From an optimization exercise on the open Yosys and OpenROAD flow, aimed at small area, a short achievable clock period and few clock cycles per item; shortcuts taken in it are not production practice. At most, simulation tests tie the RTL to the original design; equivalence was not proved.

job 3836:
==> flow/design.v (excerpt) <==
module booth(clk, rst, inp, mtpr, mtpd, done, adds, subs, prod);
Settings: LEC_CHECK=0, ABC_AREA=1, CAP_MARGIN=20, CORE_MARGIN=2, CORE_UTILIZATION=40, PLACE_DENSITY=0.6, SETUP_SLACK_MARGIN=1.2, SLEW_MARGIN=20; clock period 6.0 ns.
standard.sh (not shown) runs the stock make flow with config.mk's settings and CLKGATE_MAP_FILE= SYNTH_SCRIPT=/design/flow/synth_recipe.tcl, a recipe that flattens the netlist after the stock synthesis.
==> flow/flow/run.sh <==
#!/bin/bash
# The standard layout (standard.sh) with two changes:
#  - synthesis runs Yosys's synth with -noabc, so the early "abc -fast" does not remap the
#    generated adder trees before extract_fa; the full adders then come out without the
#    inverters that the remapped polarity needs. Everything else in the synthesis script
#    (synth_recipe.tcl, ORFS synth.tcl, flatten, renaming) is unchanged, so are the registers.
#  - the port buffers that global placement inserts are sky130_fd_sc_hd__buf_4 instead of
#    the delay cell buffer_ports picks by default.
# Each tool's output goes to its own log in this folder (make's to flow_make.log; ORFS
# keeps per-step logs under orfs/logs).
set -euo pipefail
here=$(pwd)
sed 's/yosys synth -nofsm -noshare /yosys synth -nofsm -noshare -noabc /' synth_recipe.tcl > my_synth.tcl
grep -q -- '-noabc' my_synth.tcl
sed "s#SYNTH_SCRIPT=[^ ]*#SYNTH_SCRIPT=$here/my_synth.tcl#" standard.sh > my_standard.sh
grep -q "SYNTH_SCRIPT=$here/my_synth.tcl" my_standard.sh
export BUFFER_PORTS_ARGS="-buffer_cell sky130_fd_sc_hd__buf_4"
bash my_standard.sh > flow_make.log 2>&1
Testbench counts of job 3836, summed over its fixed seeds: cycles 2,400, items 2,400.
For job 6950, these inputs were changed with respect to job 3836:
Settings: SETUP_SLACK_MARGIN now 0.8, was 1.2; ABC_AREA no longer set, was 1.
==> run notes <==
- Compared to job 3836, job 6950 has basic-gate share of the synthesized area counting and, or, nand and nor cells 5.2 points lower.
- Of the two values seen for commonest non-fill, non-tap cell in the layout, sky130_fd_sc_hd__xnor2_1 was produced by job 6950 and sky130_fd_sc_hd__xor2_1 by job 3836.
- Job 6950 can be clocked slower than job 3836.
- Die area (job 6950 vs. job 3836) decreases by a few percent
#### Input delta (job 8182 over job 6950)
Settings: SETUP_SLACK_MARGIN: 0.8 -> 1.5.
## What came out
The relative max-transition margin number comes out higher for job 8182 vs job 6950.
Going from job 6950 to job 8182, the slack of the critical path was found to have gone up by 0.14 ns.
Changes observed in job 8182 relative to job 6950: routed length per instance went up; aggregate routed wire length went up; wire length of the first global-routing pass went up.
Job 6950 → job 8182: met1 usage higher, design area higher, period utilization lower, global-route usage higher.
Relative to job 8182, the following input files were edited for job 3793:
Settings: a change of SETUP_SLACK_MARGIN from 1.5 to 0.3.
Notes after the runs:
Job 3793 vs. job 8182: setup slack shrank by 0.45 ns, first-iteration DRC count fell 313.
Job 3793 has flip-flop and latch share of the layout cell area above what job 8182 had.
Comparing job 8182 against job 3793, there is no change at all in total overflow reported by the global router.
Post-route clock period utilization ended up 7.6 points higher on job 3793 than on job 8182.

---

Setup of the previous run:
Another version of the RTL of booth (not shown whole).
Size: roughly 190 flip-flops, about 140 I/O pins, ~31000 µm² of cells after synthesis.
export LEC_CHECK = 0
export CAP_MARGIN = 20
export CORE_MARGIN = 2
export CORE_UTILIZATION = 40
export PLACE_DENSITY = 0.6
export SLEW_MARGIN = 20
create_clock -name core_clock -period 6.0 [get_ports {clk}]
run.sh (not shown) runs the stock make flow with config.mk's settings and CLKGATE_MAP_FILE= SYNTH_SCRIPT=/design/flow/synth_recipe.tcl, a recipe that flattens the netlist after the stock synthesis.
Stock flow here: none of the scripts above is used.
The previous run finished all stages; the layout is clean.
Input-level comparison between the current run and the previous run:
- CORE_UTILIZATION: 40 -> 65
- PLACE_DENSITY: 0.6 -> 0.75
==> run notes <==
- For final cell count, dividing the value from the current run by the value from the previous run gives 0.893.
- Relative to the previous run, data-path buffer share of cell area in the final layout has decreased by 0.21 points in the current run.
- Comparing the two runs side by side, the current run comes out behind the previous run on final worst slack.
No run of this note included a check of the RTL's function; only the layout flow was run.

---

== job 101 ==
booth, a different RTL version from the one above (not shown whole).
Size in the first run: ~140 I/O pins, ~0.029 mm2 of cells after synthesis.
export LEC_CHECK = 0
export CAP_MARGIN = 20
export CORE_MARGIN = 2
export CORE_UTILIZATION = 40
export PLACE_DENSITY = 0.6
export SETUP_SLACK_MARGIN = 0.3
export SLEW_MARGIN = 20
create_clock -name core_clock -period 6.0 [get_ports {clk}]
standard.sh (not shown) runs the stock make flow with config.mk's settings and CLKGATE_MAP_FILE= SYNTH_SCRIPT=/design/flow/synth_recipe.tcl, a recipe that flattens the netlist after the stock synthesis.
==> flow/flow/run.sh <==
#!/bin/bash
# The standard layout, with the port buffers that global placement inserts made
# sky130_fd_sc_hd__buf_4 instead of the delay cell buffer_ports picks by default.
set -euo pipefail
export BUFFER_PORTS_ARGS="-buffer_cell sky130_fd_sc_hd__buf_4"
bash standard.sh > flow_make.log 2>&1
Input changes introduced in job 102 (baseline for comparison: job 101):
==> flow/flow/run.sh <==
#!/bin/bash
# The standard layout (standard.sh) with two changes:
#  - synthesis runs Yosys's synth with -noabc, so the early "abc -fast" does not remap the
#    generated adder trees before extract_fa; the full adders then come out without the
#    inverters that the remapped polarity needs. Everything else in the synthesis script
#    (synth_recipe.tcl, ORFS synth.tcl, flatten, renaming) is unchanged, so are the registers.
#  - the port buffers that global placement inserts are sky130_fd_sc_hd__buf_4 instead of
#    the delay cell buffer_ports picks by default.
# Each tool's output goes to its own log in this folder (make's to flow_make.log; ORFS
# keeps per-step logs under orfs/logs).
set -euo pipefail
here=$(pwd)
sed 's/yosys synth -nofsm -noshare /yosys synth -nofsm -noshare -noabc /' synth_recipe.tcl > my_synth.tcl
grep -q -- '-noabc' my_synth.tcl
sed "s#SYNTH_SCRIPT=[^ ]*#SYNTH_SCRIPT=$here/my_synth.tcl#" standard.sh > my_standard.sh
grep -q "SYNTH_SCRIPT=$here/my_synth.tcl" my_standard.sh
export BUFFER_PORTS_ARGS="-buffer_cell sky130_fd_sc_hd__buf_4"
bash my_standard.sh > flow_make.log 2>&1
==> run notes <==
Job 102 has completed all stages; timing, DRC and antenna checks passed. On finished layout cell area, job 102 does better than job 101. After detailed routing, job 101 needs more wire than job 102. On placement-stage cell area: job 102 sits below job 101. The run showing the smaller setup slack is job 101. Re count of distinct cell types in the synthesized netlist: job 101 and job 102 aren't equal, and the higher value belongs to job 101. Going from job 101 to job 102, number of multi-input logic gates dropped about 3%, met1 track utilization from global routing dropped 3.8 points, synthesis-to-layout area growth climbed 0.33 points, number of global-route vias before repair dropped 7.3%.
No run of this note included a check of the RTL's function; only the layout flow was run.

---

== exp/zinc ==
Another version of the RTL of booth (not shown whole).
Size in the first run: about 130 flip-flops, roughly 140 I/O pins, roughly 0.027 mm^2 of cells after synthesis.
## booth
module booth(clk, rst, inp, mtpr, mtpd, done, adds, subs, prod);
clock: 6.0 ns
lec_check: 0
abc_area: 1
cap_margin: 20
core_margin: 2
core_utilization: 40
place_density: 0.6
setup_slack_margin: 1.5
slew_margin: 20
==> flow/flow/run.sh <==
#!/bin/bash
# The standard layout (standard.sh) with two changes:
#  - synthesis runs Yosys's synth with -noabc, so the early "abc -fast" does not remap the
#    generated adder trees before extract_fa; the full adders then come out without the
#    inverters that the remapped polarity needs. Everything else in the synthesis script
#    (synth_recipe.tcl, ORFS synth.tcl, flatten, renaming) is unchanged, so are the registers.
#  - the port buffers that global placement inserts are sky130_fd_sc_hd__buf_4 instead of
#    the delay cell buffer_ports picks by default.
# Each tool's output goes to its own log in this folder (make's to flow_make.log; ORFS
# keeps per-step logs under orfs/logs).
set -euo pipefail
here=$(pwd)
sed 's/yosys synth -nofsm -noshare /yosys synth -nofsm -noshare -noabc /' synth_recipe.tcl > my_synth.tcl
grep -q -- '-noabc' my_synth.tcl
sed "s#SYNTH_SCRIPT=[^ ]*#SYNTH_SCRIPT=$here/my_synth.tcl#" standard.sh > my_standard.sh
grep -q "SYNTH_SCRIPT=$here/my_synth.tcl" my_standard.sh
export BUFFER_PORTS_ARGS="-buffer_cell sky130_fd_sc_hd__buf_4"
bash my_standard.sh > flow_make.log 2>&1
Testbench counts of exp/zinc, summed over its fixed seeds: cycles 2,400, items 2,400.
Inputs modified between exp/zinc and exp/pepper:
- changing SETUP_SLACK_MARGIN from 1.5 to 1.2
--- outcome ---
In the tables for exp/zinc and exp/pepper, layout buffer count excluding clock buffers reads higher with exp/zinc. A startpoint of the worst setup timing path of mtpr[22] is what exp/pepper shows, while mtpd[15] belongs to exp/zinc. | highest clock frequency the design can meet | exp/pepper vs exp/zinc | worse |. Per the comparison of exp/pepper with exp/zinc, post-route worst setup slack went down 0.29 ns, number of sinks on the clock net shows no meaningful change, count of inverters not on the clock network in the layout saw a decrease.
Input-level comparison between exp/maple and exp/pepper:
- changing SETUP_SLACK_MARGIN from 1.2 to 1.3
Results
For the count of cells resized by post-cts repair, exp/maple came in 24 higher than exp/pepper did.
In summary, exp/maple completed successfully, with a layout that passed the timing, design-rule and antenna checks.
Having completed the whole flow, exp/pepper delivered a layout that passed the timing, design-rule and antenna checks.
Per the comparison of exp/maple with exp/pepper, area added between synthesis and finish moved up; wire length on met1 moved down.
The following lists how exp/raven was set up differently from exp/maple:
- SETUP_SLACK_MARGIN: 1.3 -> 1.1
--- outcome ---
| filler-free cell count of the finished design | exp/raven vs exp/maple | ≈ equal |. Higher initial antenna violation count goes to exp/raven over exp/maple. Taking exp/maple as the reference point, the fraction of the cycle the final worst path needs of exp/raven rises by 3.3 points. Clock period minus final worst setup slack was higher in the run labelled exp/raven. On slew at the pin with the worst max-slew slack: between exp/maple and exp/raven, it ends up lower for exp/maple. On exp/raven: critical path depth is 2 lower than what exp/maple gave. Non-clock buffer count was lower in exp/maple than in exp/raven. | multiplexer share of the synthesized area | exp/raven vs exp/maple | ≈ equal |. Summary of the comparison: wire length reported by the detailed router is higher in exp/raven, relative to exp/maple. Number of routed nets with antenna violations: exp/maple vs exp/raven identical. Worst setup slack before clock tree synthesis: exp/raven worse than exp/maple.

---

Another version of the RTL of booth (not shown whole).
Size: about 2900 cells after synthesis, roughly 140 flip-flops, about 29000 µm² of cells after synthesis.
## booth
module booth(clk, rst, inp, mtpr, mtpd, done, adds, subs, prod);
Settings: LEC_CHECK=0, CAP_MARGIN=20, CORE_MARGIN=2, CORE_UTILIZATION=40, PLACE_DENSITY=0.6, SETUP_SLACK_MARGIN=0.8, SLEW_MARGIN=20; clock period 6.0 ns.
run.sh (not shown) runs the stock make flow with config.mk's settings and CLKGATE_MAP_FILE= SYNTH_SCRIPT=/design/flow/synth_recipe.tcl, a recipe that flattens the netlist after the stock synthesis.
Stock flow here: none of the scripts above is used.
The starting point finished clean.
==> next run, changes <==
Settings changed: SETUP_SLACK_MARGIN 0.8 to 0.3.
Result: Non-clock buffer count climbs by 27; hold slack is worse by 0.11 ns; sequential share of layout area goes up by 0.31 points; cell area fell by 2.4%.
No run of this note included a check of the RTL's function; only the layout flow was run.

---

RTL: one of the versions met above, not the one the previous note started from.
For scale: ~2400 cells after synthesis, ~0.027 mm2 of cells after synthesis.
==> flow/config.mk <==
export PLATFORM = sky130hd
export DESIGN_NAME = booth
export DESIGN_NICKNAME = booth
export VERILOG_FILES = /design/flow/design.v
export SDC_FILE = /design/flow/constraint.sdc
export NUM_CORES = 4
export LEC_CHECK = 0
export CAP_MARGIN = 20
export CORE_MARGIN = 2
export CORE_UTILIZATION = 40
export PLACE_DENSITY = 0.6
export SETUP_SLACK_MARGIN = 0.9
export SLEW_MARGIN = 20
==> flow/constraint.sdc <==
create_clock -name core_clock -period 6.0 [get_ports {clk}]
set_input_delay 1.2000 -clock core_clock [delete_from_list [all_inputs] [get_ports {clk}]]
set_output_delay 1.2000 -clock core_clock [all_outputs]
set_load 0.01 [all_outputs]
standard.sh (not shown) runs the stock make flow with config.mk's settings and CLKGATE_MAP_FILE= SYNTH_SCRIPT=/design/flow/synth_recipe.tcl, a recipe that flattens the netlist after the stock synthesis.
Scripts as last shown in full above: flow/flow/run.sh
The baseline went through all stages and came out clean.
Testbench counts at the start, summed over its fixed seeds: cycles 2,400, items 2,400.
Change:
Settings changed: SETUP_SLACK_MARGIN 0.9 to 1.2.
After rerunning: Non-clock buffer count grows by 99; synthesized area stays the same.
Change:
Settings changed: ABC_AREA from default to 1, SETUP_SLACK_MARGIN 1.2 to 0.9.
Result: The new run passed the timing, design-rule and antenna checks. Design area shrinks by 8.0%. Final cell count goes up by 12%. Area after synthesis went up by 2.1%. Worst hold slack gets worse by 0.14 ns. Non-clock buffer count shrinks by 49. Wire length fell by 11%. Via count rises by 3.3%. Critical path depth went up by 1. Sequential cell count does not change.
Change:
Settings changed: ABC_AREA 1 to default, SETUP_SLACK_MARGIN 0.9 to 1.0.
- design area came out higher slightly
- final cell count drops by about a fifth
- critical path depth is unchanged
Change:
Settings changed: SETUP_SLACK_MARGIN 1.0 to 2.0.
What happened: Setup slack improved by 0.10 ns. Core utilization goes up by 9.8 points. Fmax goes up by about 2%. Wire length goes up by 22%. Non-clock buffer count goes up by 272.
Change:
Settings changed: CORE_UTILIZATION 40 to 55, PLACE_DENSITY 0.6 to 0.7, SETUP_SLACK_MARGIN 2.0 to 0.3.
Outcome:
- non-clock buffer count decreases by 240
- worst hold slack gets better by 0.19 ns
- final area is lower by about a fifth
- area after synthesis does not change

[port drivers added, routing unchanged]
The flow's constraints put no driver on any port. The routed layouts listed below were extracted and timed again, unchanged, in two steps. Step 1 assumes that a clkbuf_16 drives the clock port and a buf_2 every other input. Step 2 moves the port delays by t, midway between the first and last clock arrival at a register: inputs arrive t later, outputs are due t later. That takes back most of the time a late clock gives input paths. Slacks: no drivers / after step 1 / after step 2; pairs: no drivers / after step 1.
run | t, ns | setup WS [ns] | worst setup path at the end
job 3836 | 0.552 | 1.182 / 1.158 / 0.607 | input to register
job 6950 | 0.534 | 0.911 / 0.919 / 0.395 | input to register
job 8182 | 0.562 | 1.046 / 0.973 / 0.560 | input to register
job 3793 | 0.544 | 0.593 / 0.610 / 0.065 | input to register
the previous run | 0.558 | 0.121 / 0.058 / -0.041 | input to register
the current run | 0.557 | 0.101 / 0.040 / -0.035 | input to register
job 101 | 0.565 | 0.449 / 0.383 / 0.335 | input to register
job 102 | 0.548 | 0.571 / 0.508 / 0.374 | input to register
exp/zinc | 0.556 | 1.494 / 1.425 / 0.869 | input to register
exp/pepper | 0.541 | 1.208 / 1.144 / 0.603 | input to register
exp/maple | 0.537 | 1.334 / 1.302 / 0.765 | input to register
exp/raven | 0.555 | 1.133 / 1.084 / 0.528 | input to register
the first run of note 5 | 0.565 | 0.600 / 0.534 / 0.274 | input to register
the second run of note 5 | 0.544 | 0.405 / 0.343 / -0.053 | input to register
the first run of note 6 | 0.540 | 0.990 / 0.959 / 0.418 | input to register
the second run of note 6 | 0.556 | 0.907 / 0.841 / 0.509 | input to register
the third run of note 6 | 0.550 | 0.965 / 0.951 / 0.401 | input to register
the fourth run of note 6 | 0.559 | 0.986 / 0.920 / 0.516 | input to register
the fifth run of note 6 | 0.561 | 1.089 / 1.016 / 0.606 | input to register
the sixth run of note 6 | 0.537 | 0.517 / 0.516 / -0.021 | input to register
With both steps, setup timing fails in the previous run, the current run, the second run of note 5 and the sixth run of note 6, where it was met with ideal ports. For exp/zinc, which loses most, drivers alone change the setup slack by -0.069 ns; drivers and shift together by -0.625 ns.
